Context: an optimization exercise on an open-source flow, tuned for small area and a short achievable clock period. The choices shown serve that exercise and are no tape-out recipe. Function was checked by simulation only, so behaviour that the tests miss may differ from the original. Power and IR drop assume default switching activity.

<file path="config.mk">
export PLATFORM = sky130hd
export DESIGN_NAME = alu_top
export DESIGN_NICKNAME = alu_top
export VERILOG_FILES = /design/flow/design.v
export SDC_FILE = /design/flow/constraint.sdc
export NUM_CORES = 4
export LEC_CHECK = 0
export CAP_MARGIN = 20
export CORE_MARGIN = 2
export CORE_UTILIZATION = 40
export SLEW_MARGIN = 20
</file>
<file path="constraint.sdc">
create_clock -name core_clock -period 30.0 [get_ports {clk}]
set_input_delay 6.0000 -clock core_clock [delete_from_list [all_inputs] [get_ports {clk}]]
set_output_delay 6.0000 -clock core_clock [all_outputs]
set_load 0.01 [all_outputs]
</file>
<file path="design.v">
module alu(
    input [7:0] a_in, b_in,       
    input [3:0] command_in,       
    input oe,                     
    output reg [15:0] d_out       
    );
    always @(*) begin
        if (oe) begin
            case(command_in)
                4'b0000: d_out = a_in + b_in;            
                4'b0001: d_out = a_in - b_in;            
                4'b0010: d_out = a_in * b_in;            
                4'b0011: d_out = (b_in == 8'd0) ? 16'd0 : a_in / b_in;  
                4'b0100: d_out = a_in << 1;              
                4'b0101: d_out = a_in >> 1;              
                4'b0110: d_out = {a_in[6:0], a_in[7]};   
                4'b0111: d_out = {a_in[0], a_in[7:1]};   
                4'b1000: d_out = a_in & b_in;            
                4'b1001: d_out = a_in | b_in;            
                4'b1010: d_out = a_in ^ b_in;            
                4'b1011: d_out = ~(a_in | b_in);         
                4'b1100: d_out = ~(a_in & b_in);         
                4'b1101: d_out = ~(a_in ^ b_in);         
                4'b1110: d_out = (a_in == b_in) ? 16'd1 : 16'd0;  
                4'b1111: d_out = (a_in != b_in) ? 16'd1 : 16'd0;  
                default: d_out = 16'd0;                  
            endcase
        end else begin
            d_out = 16'd0;   
        end
    end    
endmodule
module alu_top(
    input clk,
    input [7:0] a_in, b_in,
    input [3:0] command_in,
    input oe,
    output reg [15:0] d_out
    );
    reg [7:0] a_q, b_q;
    reg [3:0] cmd_q;
    reg       oe_q;
    wire [15:0] y;
    always @(posedge clk) begin
        a_q   <= a_in;
        b_q   <= b_in;
        cmd_q <= command_in;
        oe_q  <= oe;
        d_out <= y;
    end
    alu u_alu(.a_in(a_q), .b_in(b_q), .command_in(cmd_q), .oe(oe_q), .d_out(y));
endmodule
</file>
<file path="run.sh">
#!/bin/bash
# synth_recipe.tcl (not shown) runs the flow's synth.tcl, then flattens the netlist and writes it again
# the make line also repeats each setting of config.mk as NAME=value (left out here)
make -C /OpenROAD-flow-scripts/flow DESIGN_CONFIG=/design/flow/config.mk WORK_HOME=/design/flow/orfs CLKGATE_MAP_FILE= SYNTH_SCRIPT=/design/flow/synth_recipe.tcl finish
</file>
==> summary.txt <==
-- flip-flops by register name, indices dropped and copies added (netlist names) --
signal,count
a_q,8
b_q,8
cmd_q,4
d_out,16
oe_q,1
-- power by group through the flow --
stage,sequential (W),combinational [W],clock [W]
finish,0.0000572,0.00123,0.0000721
global route,0.0000576,0.00138,0.0000756
CTS,0.0000571,0.00122,0.0000738
detailed placement,0.0000581,0.00121,0
global placement,0.0000580,0.00120,0
floorplan,0.0000581,0.00103,0
-- cell usage after synthesis (12+ instances only) --
library cell and number:
mux2_2 21, a21oi_1 110, or2_2 12, nand3_1 23, clkbuf_1 32, nor3_1 46, inv_1 95, nand2_1 121
o21a_1 41, o21bai_1 16, nor2b_1 14, o211ai_1 16, xor2_1 20, nor2_1 143, dfxtp_1 37, o31ai_1 17
fa_1 38, mux2i_1 18, a21o_1 20, xnor2_1 42, a211oi_1 13, ha_1 162, o21ai_0 65
-- worst register-to-register path, delay by kind of cell (launching register included) --
| kind | cells | cell delay (ns) |
|---|---|---|
| mux | 4 | 1.28 |
| fa+ha+maj | 15 | 4.66 |
| compound gates | 73 | 14.10 |
| flops | 1 | 0.42 |
| simple gates | 39 | 7.26 |
| buf+inv | 3 | 0.39 |
-- layer usage --
layer,global-route usage,up-vias,wire length [um]
li1,-,4821,-
met1,0.317,4462,13600
met2,0.350,347,12500
met3,0.0243,68,1820
met4,0.0759,0,941
met5,0,-,0
-- logic make-up after synthesis --
group / after synthesis / synth area share
AO/OA/AOI/OAI: 390 / 0.267
XOR/XNOR: 62 / 0.0553
adder cells (fa/ha/maj): 200 / 0.284
buffers and inverters: 142 / 0.0567
flip-flops: 37 / 0.0754
multiplexers: 42 / 0.0478
other: 1 / 0.000382
AND/OR/NAND/NOR: 438 / 0.213
-- through the flow --
stage	worst slack, ns	instance area, um^2	hold slack (ns)	instances	power [W]
detailed placement	-0.215	10600	0.619	1662	0.00127
global placement	0.280	10600	0.615	1662	0.00126
CTS	0.00567	10800	0.627	1670	0.00135
floorplan	2.18	9850	0.596	1319	0.00109
finish	1.75	11100	0.638	1681	0.00136
global route	-0.202	11100	0.665	1681	0.00151
-- how the worst max path moves through the flow --
stage	start	endpoint	slack (ns)	cells past startpoint
after floorplan	b_q[0]$_DFF_P_	d_out[0]$_SDFF_PN0_	2.18	136
after global placement	b_q[0]$_DFF_P_	d_out[0]$_SDFF_PN0_	0.28	136
after detailed placement	b_q[0]$_DFF_P_	d_out[0]$_SDFF_PN0_	-0.21	136
after CTS	b_q[0]$_DFF_P_	d_out[0]$_SDFF_PN0_	0.006	136
after global routing	b_q[0]$_DFF_P_	d_out[0]$_SDFF_PN0_	-0.20	134
final	b_q[0]$_DFF_P_	d_out[0]$_SDFF_PN0_	1.75	134
-- what timing repair did --
item                       CTS  global route
resized for setup            2            39
pin swaps                    0             6
setup endpoints to repair    1             2
setup buffers                0            11
-- layout make-up --
type | count | area (um^2) | share of cell area
Inverter | 101 | 379 | 0.0343
Timing Repair Buffer | 71 | 626 | 0.0566
Tap cell | 324 | 405 | 0.0367
Clock buffer | 5 | 125 | 0.0113
Clock inverter | 3 | 65.1 | 0.00588
Multi-Input combinational cell | 1140 | 8720 | 0.788
Sequential cell | 37 | 742 | 0.0671
==> impl_metrics.env <==
export IMPL_grt_max_degree=40
export IMPL_route_detailed_drc=0
export IMPL_slowest_stage="or4b_4"
export IMPL_insertion_delay_ns=0.30
export IMPL_vias=9698
export IMPL_ctsHoldBuffers=0
export IMPL_drive_above_1_share=0.104
export IMPL_r2r_setup_slack_ns=1.75
export IMPL_fp_dieH_um=161
export IMPL_syn_inst=1312
export IMPL_layout_commonest_cell="ha_1"
export IMPL_path_clk_slew_ns=0.06
export IMPL_syn_avg_cell_area_um2=7.49
export IMPL_maxCapViolCount=0
export IMPL_finalSetupViolations=0
export IMPL_initial_utilization=0.406
export IMPL_hold_depth=1
export IMPL_yosys_most_used_dff="dfxtp_1"
export IMPL_min_to="d_out[6]$_SDFF_PN0_"
export IMPL_cts_htree_levels=2
export IMPL_clkPwrFrac=0.053
export IMPL_layout_common_cells="ha_1, nor2_1, nand2_1"
export IMPL_cts_tree="yes"
export IMPL_viasPerCell=5.77
export IMPL_ioPinCount=38
export IMPL_power_density_nw_per_um2=123
export IMPL_n_fill_cell=2391
export IMPL_grt_ovfl_total=0
export IMPL_port_buffers=37
export IMPL_antenna_found_initial=0
export IMPL_final_core_util=0.457
export IMPL_required_ns=30.18
export IMPL_cpPeakStageDelay_ns=0.64
export IMPL_ys_ff_latch=37
export IMPL_synth_top_cell_by_area="ha_1"
export IMPL_post_route_period_util=0.942
export IMPL_first_iter_violations=764
export IMPL_setup_tns_ns=0
export IMPL_coreArea_um2=24200
export IMPL_p_seq_frac=0.042
export IMPL_slew_headroom=0.441
export IMPL_path_class="flop to flop"
export IMPL_dp_hpwl_um=22000
export IMPL_p_int_w=0.000689
export IMPL_nets=1578
export IMPL_r2r_start="b_q[0]$_DFF_P_"
export IMPL_fp_dieArea_um2=25800
export IMPL_drt_total_wl_um=28900
export IMPL_ys_seq_area_frac=0.0754
export IMPL_yosysUniqueCellTypes=92
export IMPL_ant_nets=0
export IMPL_reg2reg_depth=134
export IMPL_worst_setup_path_end_kind="flop"
export IMPL_area_delta_synth_final_pct=12.6
export IMPL_grt_pass1_wl_um=46800
export IMPL_synth_area_um2=9820
export IMPL_switching_share=0.492
export IMPL_synth_top_cells_by_area="ha_1, fa_1, dfxtp_1"
export IMPL_async_flop_share=0
export IMPL_min_from="oe_q$_DFF_P_"
export IMPL_fin_skew_ns=0.00908
export IMPL_combPwrFrac=0.905
export IMPL_synth_edf_count=0
export IMPL_min_period_ns=28.25
export IMPL_gp_congestion=0.917
export IMPL_crit_path_frequent_cell="o21a_1"
export IMPL_fp_row_count=57
export IMPL_ir_drop_v=0.000160
export IMPL_hp_class="flop to flop"
export IMPL_r2r_end="d_out[0]$_SDFF_PN0_"
export IMPL_p_leak_nw=5.08
export IMPL_first_pass_iters=7
export IMPL_hold_viol=0
export IMPL_cts_sinks=37
export IMPL_outcome="complete, no violations"
export IMPL_numCtsBuffers=5
export IMPL_clock_root_buffer="clkbuf_16"
export IMPL_synth_top_cell_area_share=0.206
export IMPL_p_switching_w=0.000667
export IMPL_die_w_um=161
export IMPL_timing_fmax_ghz=0.0354
export IMPL_clock_path_buffers=2
export IMPL_yosys_warnings=2
export IMPL_cp_start_kind="flop"
export IMPL_arrival_ns=28.43
export IMPL_cp_max_fo=13
export IMPL_path_buf_inv=3
export IMPL_worst_pin_slew_ns=0.838
export IMPL_track_usage=0.222
export IMPL_grt_pass1_vias=9140
export IMPL_drv_slew=0
export IMPL_n_antenna_cell=0
export IMPL_cpLargestDelayFamily="compound AO/OA/AOI/OAI gates"
export IMPL_wl_per_cell_um=17.2

## what the ideal ports hide
The flow's constraints put no driver on any port. The routed layout listed below was extracted and timed again, unchanged, in two steps. Step 1, drivers: a clkbuf_16 drives clk and a buf_2 each remaining input, both assumed. Step 2, shift: input delay + t, output delay - t, t = (earliest + latest rising clock arrival at the registers) / 2. This alone moves slack from input paths to output paths. a / b / c = no drivers / after step 1 / after step 2; a / b = the first two.
shift t [ns]: 0.338
setup slack, ns: 1.747 / 1.747 / 1.747
worst setup path after step 2: register to register
After both steps setup and hold are still met in this run. The setup slack of this run moves by 0.000 ns with the drivers and by 0.000 ns with both steps.
